This is an optimization exercise on Yosys and OpenROAD, whose aim is small area, not a production implementation.
In this exercise RTL edits were held to simulation tests only and were not proved equivalent to the original.
Power is estimated from default activity; no workload was simulated.

Setup of job 1156:
==> flow/design.v (excerpt) <==
module Triadic_ALU
#(
    parameter       WORD_WIDTH                      = 36,
    parameter       ADDR_WIDTH                      = 12,
    parameter       S_WRITE_ADDR                    = 3072,
    parameter       S_RAMSTYLE                      = "",
    parameter       S_READ_NEW_DATA                 = 0,
    parameter       THREAD_COUNT                    = 8,
    parameter       THREAD_COUNT_WIDTH              = 3,
    parameter       WRITE_RETIME_STAGES             = 3
)
(
    input   wire                                    clock,
    input   wire                                    IO_Ready,
    input   wire                                    Cancel,
    input   wire    [ADDR_WIDTH-1:0]                DB,          
    input   wire    [20-1:0]   control,     
    input   wire    [WORD_WIDTH-1:0]                A,           
    input   wire    [WORD_WIDTH-1:0]                B,           
    output  wire    [WORD_WIDTH-1:0]                Ra,          
    output  wire    [WORD_WIDTH-1:0]                Rb,          
    output  wire                                    carry_out,   
    output  wire                                    overflow     
);
Size in the first run: ~180 I/O pins.
==> flow/config.mk <==
export PLATFORM = sky130hd
export DESIGN_NAME = Triadic_ALU
export DESIGN_NICKNAME = Triadic_ALU
export VERILOG_FILES = /design/flow/design.v
export SDC_FILE = /design/flow/constraint.sdc
export NUM_CORES = 4
export LEC_CHECK = 0
export CAP_MARGIN = 0
export CORE_MARGIN = 2
export CORE_UTILIZATION = 40
export PLACE_DENSITY = 0.8
export SETUP_SLACK_MARGIN = 0.05
export SLEW_MARGIN = 0
==> flow/constraint.sdc <==
create_clock -name core_clock -period 3.7 [get_ports {clock}]
set_input_delay 0.7400 -clock core_clock [delete_from_list [all_inputs] [get_ports {clock}]]
set_output_delay 0.7400 -clock core_clock [all_outputs]
set_load 0.01 [all_outputs]
standard.sh (not shown) runs the stock make flow with config.mk's settings and CLKGATE_MAP_FILE= SYNTH_SCRIPT=/design/flow/synth_recipe.tcl, a recipe that flattens the netlist after the stock synthesis.
==> flow/flow/run.sh <==
#!/bin/bash
# The standard layout (standard.sh) with these changes:
#  - synthesis with yosys's default (Brent-Kung) carry lookahead instead of
#    ORFS's Kogge-Stone (SYNTH_OPERATIONS_ARGS set, so the extra map is dropped);
#  - after the synthesis, the combinational cells are mapped again by
#    ABC for area (flip-flops, their names and the ports are kept as they are);
#  - input and output ports buffered with buf_1 instead of the default delay cell;
#  - clock tree synthesis without dummy loads and with larger sink clusters.
# Logs: make_synth.log, remap.log and make.log here; each ORFS step in orfs/logs.
set -euo pipefail
source flow/knobs.sh
R=orfs/results/sky130hd/Triadic_ALU/base
bash standard.sh synth > make_synth.log 2>&1
cp $R/1_2_yosys.v $R/1_2_yosys_standard.v
yosys -l remap.log -s flow/remap.ys > /dev/null 2>&1
mv $R/1_2_yosys_remap.v $R/1_2_yosys.v
rm -f $R/1_synth.odb $R/1_synth.sdc
bash standard.sh > make.log 2>&1
==> flow/flow/knobs.sh <==
export BUFFER_PORTS_ARGS="-buffer_cell sky130_fd_sc_hd__buf_1"
export CTS_ARGS="-sink_clustering_enable -repair_clock_nets -dont_use_dummy_load -sink_clustering_size 9 -sink_clustering_max_diameter 50 -buf_list sky130_fd_sc_hd__clkbuf_4"
export GLOBAL_PLACEMENT_ARGS="-keep_resize_below_overflow 0"
export SYNTH_OPERATIONS_ARGS="-booth"
Other scripts of this flow, unchanged in this note and not shown: flow/flow/remap.abc, flow/flow/remap.ys
> inputs changed (job 1156 -> job 482)
Settings: TNS_END_PERCENT now 30, previously not set.
diff --git a/flow/flow/run.sh b/flow/flow/run.sh
--- a/flow/flow/run.sh
+++ b/flow/flow/run.sh
@@ -2,5 +2,3 @@
 # The standard layout (standard.sh) with these changes:
-#  - synthesis with yosys's default (Brent-Kung) carry lookahead instead of
-#    ORFS's Kogge-Stone (SYNTH_OPERATIONS_ARGS set, so the extra map is dropped);
-#  - after the synthesis, the combinational cells are mapped again by
+#  - after the standard synthesis, the combinational cells are mapped again by
 #    ABC for area (flip-flops, their names and the ports are kept as they are);
diff --git a/flow/flow/knobs.sh b/flow/flow/knobs.sh
--- a/flow/flow/knobs.sh
+++ b/flow/flow/knobs.sh
@@ -3,2 +3 @@
 export GLOBAL_PLACEMENT_ARGS="-keep_resize_below_overflow 0"
-export SYNTH_OPERATIONS_ARGS="-booth"
==> comparison <==
- Area occupied by registers: job 1156 vs job 482 — no meaningful difference
- Taking job 482 over job 1156, the final weighted congestion of routability-driven global placement ratio works out to 1.07.
- Of job 482 and job 1156, it is job 482 that has the lower synthesis-to-finish area growth.
> inputs changed (job 482 -> job 579)
Settings: a deleted TNS_END_PERCENT that had been 30; a deleted PLACE_DENSITY that had been 0.8.
==> flow/flow/knobs.sh <==
export BUFFER_PORTS_ARGS="-buffer_cell sky130_fd_sc_hd__buf_1"
export CTS_ARGS="-sink_clustering_enable -repair_clock_nets -dont_use_dummy_load -sink_clustering_size 24 -sink_clustering_max_diameter 100"
export GLOBAL_PLACEMENT_ARGS="-keep_resize_below_overflow 0"
Notes after the runs:
Status | job 482 and job 579 | clean
Job 579 vs job 482: internal power consumption up by a few percent
Compared with job 482, cell area in job 579 increased slightly.
Destination of the critical timing path: Rb_1[31] -> job 579, Rb_1[29] -> job 482
Looking at job 482 and job 579, the maximum clock frequency is a wash.
Routability-driven placement congestion ratio in job 579 is 0.044 above job 482.
Looking at total power, job 579 sits about 3.6% above job 482.
Critical path required time (lower): job 579
Relative to job 482, the clock-buffer cell count measured on job 579 has decreased by more than half.


Triadic_ALU again, from the RTL that the note above started with.
Settings: LEC_CHECK=0, CAP_MARGIN=20, CORE_MARGIN=2, CORE_UTILIZATION=40, SETUP_SLACK_MARGIN=0.05, SLEW_MARGIN=20; clock period 3.7 ns.
==> flow/flow/run.sh <==
#!/bin/bash
# The standard layout (standard.sh) with these changes:
#  - after the standard synthesis, the combinational cells are mapped again by
#    ABC for area (flip-flops, their names and the ports are kept as they are);
#  - input and output ports buffered with buf_1 instead of the default delay cell;
#  - clock tree synthesis without dummy loads and with larger sink clusters.
# Logs: make_synth.log, remap.log and make.log here; each ORFS step in orfs/logs.
set -euo pipefail
source flow/knobs.sh
R=orfs/results/sky130hd/Triadic_ALU/base
bash standard.sh synth > make_synth.log 2>&1
cp $R/1_2_yosys.v $R/1_2_yosys_standard.v
yosys -l remap.log -s flow/remap.ys > /dev/null 2>&1
mv $R/1_2_yosys_remap.v $R/1_2_yosys.v
rm -f $R/1_synth.odb $R/1_synth.sdc
bash standard.sh > make.log 2>&1
==> flow/flow/knobs.sh <==
export BUFFER_PORTS_ARGS="-buffer_cell sky130_fd_sc_hd__buf_1"
export CTS_ARGS="-sink_clustering_enable -repair_clock_nets -dont_use_dummy_load -sink_clustering_size 16 -sink_clustering_max_diameter 60 -buf_list sky130_fd_sc_hd__clkbuf_8"
export GLOBAL_PLACEMENT_ARGS="-keep_resize_below_overflow 0"
Other scripts of this flow, unchanged in this note and not shown: flow/flow/remap.abc, flow/flow/remap.ys
Change:
- CAP_MARGIN: 20 -> 0
- SLEW_MARGIN: 20 -> 0
Setup slack improves by 0.073 ns.
Area after synthesis does not change.
Total power drops by 0.52%.
Utilization is lower by 0.76 points.
Count of clock-buffer cells in the layout falls by 1.
Die area does not change.
Wire length is lower by 0.50%.
Cell area went down by 1.6%.
Combinational power went down by about 2%.
Change:
==> flow/flow/knobs.sh (replaced) <==
export BUFFER_PORTS_ARGS="-buffer_cell sky130_fd_sc_hd__buf_1"
export CTS_ARGS="-sink_clustering_enable -repair_clock_nets -dont_use_dummy_load -sink_clustering_size 10 -sink_clustering_max_diameter 50 -buf_list sky130_fd_sc_hd__clkbuf_4"
export GLOBAL_PLACEMENT_ARGS="-keep_resize_below_overflow 0"
- CAP_MARGIN: 0 -> 20
- SLEW_MARGIN: 0 -> 20
After rerunning:
- area after synthesis does not change
- count of clock-buffer cells in the layout increases by 33
- total power decreases by 2.1%
- sequential share of layout area decreases by 0.40 points
- fmax increases by 1.2%
Change:
--- a/flow/flow/run.sh
+++ b/flow/flow/run.sh
@@ -3,5 +3,8 @@
 #  - after the standard synthesis, the combinational cells are mapped again by
-#    ABC for area (flip-flops, their names and the ports are kept as they are);
+#    ABC for area (flow/remap.ys, flow/remap.abc); the flip-flops, their names
+#    and cell types, and the ports are kept as they are;
 #  - input and output ports buffered with buf_1 instead of the default delay cell;
-#  - clock tree synthesis without dummy loads and with larger sink clusters.
+#  - clock tree synthesis with clkbuf_4 buffers and no dummy loads;
+#  - timing-driven global placement that does not keep its trial buffers.
+# The ORFS variables for these are in flow/knobs.sh; the rest is in config.mk.
 # Logs: make_synth.log, remap.log and make.log here; each ORFS step in orfs/logs.
==> flow/flow/knobs.sh (replaced) <==
export BUFFER_PORTS_ARGS="-buffer_cell sky130_fd_sc_hd__buf_1"
export CTS_ARGS="-sink_clustering_enable -repair_clock_nets -dont_use_dummy_load -sink_clustering_size 9 -sink_clustering_max_diameter 50 -buf_list sky130_fd_sc_hd__clkbuf_4"
export GLOBAL_PLACEMENT_ARGS="-keep_resize_below_overflow 0"
- CAP_MARGIN: 20 -> 0
- CORE_UTILIZATION: 40 -> 55
- PLACE_DENSITY: unset -> 0.85
- SLEW_MARGIN: 20 -> 0
Cell count goes down by about 8%.
Core utilization went up by 16 points.
Design area went down by 2.4%.
Sequential power is about the same.
Register-to-register slack is better by 0.03 ns.
First-iteration DRC count came out higher by 54%.
Total power is higher by 0.45%.
Worst setup slack degrades by 0.035 ns.
Clock skew is lower by 0.022 ns.
Wire length went down by about 2.6%.
Global-route usage rises by 6.0 points.


Starting RTL as in the previous note.
clock: 3.7 ns
lec_check: 0
cap_margin: 20
core_margin: 2
core_utilization: 55
setup_slack_margin: 0.05
slew_margin: 20
==> flow/flow/run.sh <==
#!/bin/bash
# The standard layout (standard.sh) with these changes:
#  - after the standard synthesis, the combinational cells are mapped again by
#    ABC for area (flip-flops, their names and the ports are kept as they are);
#  - input and output ports buffered with buf_1 instead of the default delay cell;
#  - clock tree synthesis without dummy loads and with larger sink clusters.
# Logs: make_synth.log, remap.log and make.log here; each ORFS step in orfs/logs.
set -euo pipefail
source flow/knobs.sh
R=orfs/results/sky130hd/Triadic_ALU/base
bash standard.sh synth > make_synth.log 2>&1
cp $R/1_2_yosys.v $R/1_2_yosys_standard.v
yosys -l remap.log -s flow/remap.ys > /dev/null 2>&1
mv $R/1_2_yosys_remap.v $R/1_2_yosys.v
rm -f $R/1_synth.odb $R/1_synth.sdc
bash standard.sh > make.log 2>&1
==> flow/flow/knobs.sh <==
export BUFFER_PORTS_ARGS="-buffer_cell sky130_fd_sc_hd__buf_1"
export CTS_ARGS="-sink_clustering_enable -repair_clock_nets -dont_use_dummy_load -sink_clustering_size 24 -sink_clustering_max_diameter 100"
export GLOBAL_PLACEMENT_ARGS="-keep_resize_below_overflow 0"
Other scripts of this flow, unchanged in this note and not shown: flow/flow/remap.abc, flow/flow/remap.ys
Change:
==> flow/flow/knobs.sh (replaced) <==
export BUFFER_PORTS_ARGS="-buffer_cell sky130_fd_sc_hd__buf_1"
export CTS_ARGS="-sink_clustering_enable -repair_clock_nets -dont_use_dummy_load -sink_clustering_size 9 -sink_clustering_max_diameter 50 -buf_list sky130_fd_sc_hd__clkbuf_4"
export GLOBAL_PLACEMENT_ARGS="-keep_resize_below_overflow 0"
Settings changed: CAP_MARGIN 20 to 0, CORE_UTILIZATION 55 to 40, PLACE_DENSITY set to 0.8, SLEW_MARGIN 20 to 0.
The changed run completed without violations.
Clock-buffer cell count goes up by 64.
Final cell count rose by roughly a tenth.
Utilization drops by 19 points.
Area after synthesis does not change.
Clock power drops by roughly a tenth.
Fmax grows slightly.
Design area fell slightly.
Power falls by a few percent.
Change:
Settings changed: SETUP_SLACK_MARGIN 0.05 to 0.02.
=> Core utilization hardly moves; total power stays flat; non-clock buffer count rose by 1; combinational power barely changes; routed wire length goes up by 1.0%.
Change:
==> flow/flow/knobs.sh (replaced) <==
export BUFFER_PORTS_ARGS="-buffer_cell sky130_fd_sc_hd__buf_1"
export CTS_ARGS="-sink_clustering_enable -repair_clock_nets -dont_use_dummy_load -sink_clustering_size 24 -sink_clustering_max_diameter 100"
Settings changed: CAP_MARGIN 0 to 20, PLACE_DENSITY 0.8 to unset, SETUP_SLACK_MARGIN 0.02 to unset, SLEW_MARGIN 0 to 20.
=> The changed run finished clean. Clock power increases by about 17%. Combinational power increases by 19%. Die area stays the same. Utilization increases by 3.1 points. Global-route usage increases by 0.38 points. Via count increases by about 1.5%. Design area increases by about 7%. Power increases by about 6.4%. First-iteration DRC count increases by 0.79%. Non-clock buffer count increases by 235.

## afterwards: timing with drivers on the ports
In the flow no input, the clock included, has a driving cell. The finished layouts below were timed again as built, in two steps. Step 1, drivers: a clkbuf_16 drives clock and a buf_2 each remaining input, both assumed. Step 2 adds t to the input delays and takes it off the output delays; t is the mean of the earliest and latest rising clock arrival at the registers after step 1. Input paths then give back, and output paths get back, about the clock's delay inside the block. a / b / c = ideal ports / drivers / drivers and shift; a / b = the first two.
run | shift t [ns] | setup slack, ns | hold slack, ns | worst register clock-pin slew, ns
job 1156 | 0.898 | 0.085 / 0.086 / -0.812 | 0.124 / 0.094 / 0.282 | 0.11 / 0.11
job 482 | 0.896 | 0.158 / 0.163 / -0.733 | 0.116 / 0.087 / 0.202 | 0.11 / 0.11
job 579 | 0.630 | 0.168 / 0.142 / -0.488 | 0.266 / 0.224 / 0.310 | 0.10 / 0.10
the first run of note 2 | 0.700 | 0.127 / 0.126 / -0.501 | 0.181 / 0.149 / 0.268 | 0.10 / 0.10
the second run of note 2 | 0.694 | 0.200 / 0.187 / -0.507 | 0.182 / 0.151 / 0.291 | 0.10 / 0.10
the third run of note 2 | 0.897 | 0.242 / 0.239 / -0.658 | 0.269 / 0.269 / 0.269 | 0.11 / 0.11
the fourth run of note 2 | 0.899 | 0.207 / 0.230 / -0.670 | 0.270 / 0.270 / 0.270 | 0.11 / 0.11
the first run of note 3 | 0.635 | 0.146 / 0.140 / -0.495 | 0.254 / 0.223 / 0.291 | 0.10 / 0.10
the second run of note 3 | 0.881 | 0.214 / 0.191 / -0.690 | 0.116 / 0.081 / 0.248 | 0.11 / 0.11
the third run of note 3 | 0.896 | 0.159 / 0.165 / -0.731 | 0.113 / 0.085 / 0.201 | 0.12 / 0.12
the fourth run of note 3 | 0.637 | 0.198 / 0.228 / -0.410 | 0.261 / 0.227 / 0.308 | 0.10 / 0.10
Met with ideal ports but missed after step 2: setup timing in every run listed. For the second run of note 3, which loses most, drivers alone change the setup slack by -0.023 ns; drivers and shift together by -0.904 ns.
